This is an optimization exercise on Yosys and OpenROAD, whose aim is small area and a short achievable clock period, not a production implementation. Where RTL was checked, it was by simulation tests only, not by an equivalence proof against the original. Power figures rest on the tool's default switching activity, not on a simulated workload.

old:
Design alu_design, start of the top module:
module alu_design #(parameter OPERAND_WIDTH = 16, parameter CMD_WIDTH = 4)(
	input CLK, RST, MODE, CE, CIN,
	input [CMD_WIDTH-1:0] CMD,
	input [1:0] INP_VALID,
	input [OPERAND_WIDTH-1:0] OPA, OPB,
	output reg ERR, OFLOW, E, G, L,
	output reg COUT,
	output reg [(2*OPERAND_WIDTH)-1:0] RES
);
export LEC_CHECK = 0
export CAP_MARGIN = 20
export CORE_MARGIN = 2
export CORE_UTILIZATION = 40
export SETUP_SLACK_MARGIN = 4.8
export SLEW_MARGIN = 20
export SYNTH_HIERARCHICAL = 1
create_clock -name core_clock -period 8.0 [get_ports {CLK}]
standard.sh (not shown) runs the stock make flow with config.mk's settings and CLKGATE_MAP_FILE= SYNTH_SCRIPT=/design/flow/synth_recipe.tcl, a recipe that flattens the netlist after the stock synthesis.
==> flow/flow/run.sh <==
#!/bin/bash
set -e
cp standard.sh standard_sh.txt
export BUFFER_PORTS_ARGS="-buffer_cell sky130_fd_sc_hd__buf_1"
bash standard.sh > standard.log 2>&1
old | status: complete | timing, DRC, antenna: pass
## Diff of input files: new against old
# old
export LEC_CHECK = 0
export CAP_MARGIN = 20
export CORE_MARGIN = 2
export CORE_UTILIZATION = 40
export SETUP_SLACK_MARGIN = 4.8
export SLEW_MARGIN = 20
export SYNTH_HIERARCHICAL = 1
create_clock -name core_clock -period 8.0 [get_ports {CLK}]
# new
export LEC_CHECK = 0
export CAP_MARGIN = 20
export CORE_MARGIN = 2
export CORE_UTILIZATION = 40
export SETUP_SLACK_MARGIN = 4.6
export SLEW_MARGIN = 20
export SYNTH_HIERARCHICAL = 1
create_clock -name core_clock -period 8.0 [get_ports {CLK}]
--- outcome ---
Changes observed in new relative to old: sequential share of layout area saw an increase, portion of total power attributed to combinational logic comparable, arrival time of the worst setup path rose by 0.12 ns, count of non-CTS buffers in the layout up about 2.4%, part of the cycle the worst path needs went up 1.7 points.
new vs. old: routed wire length went up by 660 um.

* * *

== build 95 ==
alu_design, a different RTL version from the one above (not shown whole).
For scale: ~1800 cells after synthesis, roughly 190 flip-flops, about 81 I/O pins, ~0.018 sq mm of cells after synthesis.
## alu_design
module alu_design #(parameter OPERAND_WIDTH = 16, parameter CMD_WIDTH = 4)(
	input CLK, RST, MODE, CE, CIN,
	input [CMD_WIDTH-1:0] CMD,
	input [1:0] INP_VALID,
	input [OPERAND_WIDTH-1:0] OPA, OPB,
	output reg ERR, OFLOW, E, G, L,
	output reg COUT,
	output reg [(2*OPERAND_WIDTH)-1:0] RES
);
clock: 8.0 ns
lec_check: 0
cap_margin: 20
core_margin: 2
core_utilization: 40
setup_slack_margin: 5.0
slew_margin: 20
synth_hierarchical: 1
Scripts as last shown in full above: flow/flow/run.sh
Build 95 finished every stage and its layout cleared the timing, DRC and antenna checks.
#### Input delta (build 73 over build 95)
Settings: SETUP_SLACK_MARGIN now 4.8, was 5.0; CORE_UTILIZATION now 50, was 40.
Notes after the runs:
Build 73: all stages complete, timing, DRC and antenna checks passed. Diff build 95 -> build 73: wire length on met3 decreased about 11%; number of setup buffers added after CTS decreased by about 60% relative to the old numbers; non-clock buffer count fell by 83; total placed instance area saw a decrease. Taking build 95 as the reference, in build 73 global-route total usage across every layer picked up an extra 3.2 points, utilization after layout went up 8.3 points, storage element area decreased by 0.35% relative to the old numbers. Summary of the comparison: shortest period the worst path allows is higher in build 73, relative to build 95. Re first-iteration DRC count: build 95 and build 73 aren't equal, and the lower value belongs to build 73. Compared with build 95, build 73 improves floorplan core area.
diff inputs: build 73 => build 91
Settings: CORE_UTILIZATION: 50 -> 40.
--- outcome ---
In build 91, worst setup margin is lower than in build 73.
As far as sequential share of cell area is concerned, build 91 and build 73 perform about the same.
In terms of area growth from synthesis to layout, build 91 and build 73 differ only marginally.

* * *

Another version of the RTL of alu_design (not shown whole).
Size in the first run: roughly 1800 cells after synthesis, roughly 180 flip-flops, ~81 I/O pins, roughly 18000 µm² of cells after synthesis.
export LEC_CHECK = 0
export CAP_MARGIN = 5
export CORE_MARGIN = 2
export CORE_UTILIZATION = 40
export SETUP_SLACK_MARGIN = 4.8
export SLEW_MARGIN = 5
export SYNTH_HIERARCHICAL = 1
create_clock -name core_clock -period 8.0 [get_ports {CLK}]
Scripts as last shown in full above: flow/flow/run.sh
The starting point finished clean.
Then changed:
- CAP_MARGIN: 5 -> 20
- SLEW_MARGIN: 5 -> 20
Outcome:
- total power shrinks by about 0.7%
- hold slack loses 0.0041 ns
- via count shrinks by 0.70%
- worst setup slack gains 0.025 ns
- routed wire length stays flat
- non-clock buffer count grows by 8
- core utilization grows by 0.24 points
- die area is unchanged
- clock-buffer cell count shrinks by 1
No functional check of the RTL was part of any run of this note.

==> afterwards: timing with drivers on the ports <==
Ports are ideal in the flow. The routed layouts listed here were re-timed in OpenROAD.
Step 1, drivers: a clkbuf_16 drives CLK and a buf_2 each remaining input, both assumed.
Step 2, shift: input delay + t, output delay - t, t = (earliest + latest rising clock arrival at the registers) / 2. This alone moves slack from input paths to output paths.
Three values: no drivers, after step 1, after step 2; two values: the first two.
run	t, ns	setup WS [ns]	hold slack, ns	cell pins on the clock port's net
old	0.533	4.737 / 4.737 / 4.452	0.397 / 0.397 / 0.397	1
new	0.532	4.602 / 4.602 / 4.361	0.392 / 0.392 / 0.392	1
build 95	0.524	4.809 / 4.809 / 4.591	0.460 / 0.460 / 0.460	1
build 73	0.508	4.795 / 4.795 / 4.414	0.410 / 0.410 / 0.410	1
build 91	0.521	4.782 / 4.782 / 4.423	0.455 / 0.455 / 0.455	1
the first run of note 3	0.542	4.706 / 4.706 / 4.375	0.401 / 0.401 / 0.401	1
the second run of note 3	0.518	4.732 / 4.732 / 4.442	0.397 / 0.397 / 0.397	1
After both steps setup and hold are still met in every run listed. For build 73, which loses most, drivers alone change the setup slack by 0.000 ns; drivers and shift together by -0.381 ns.
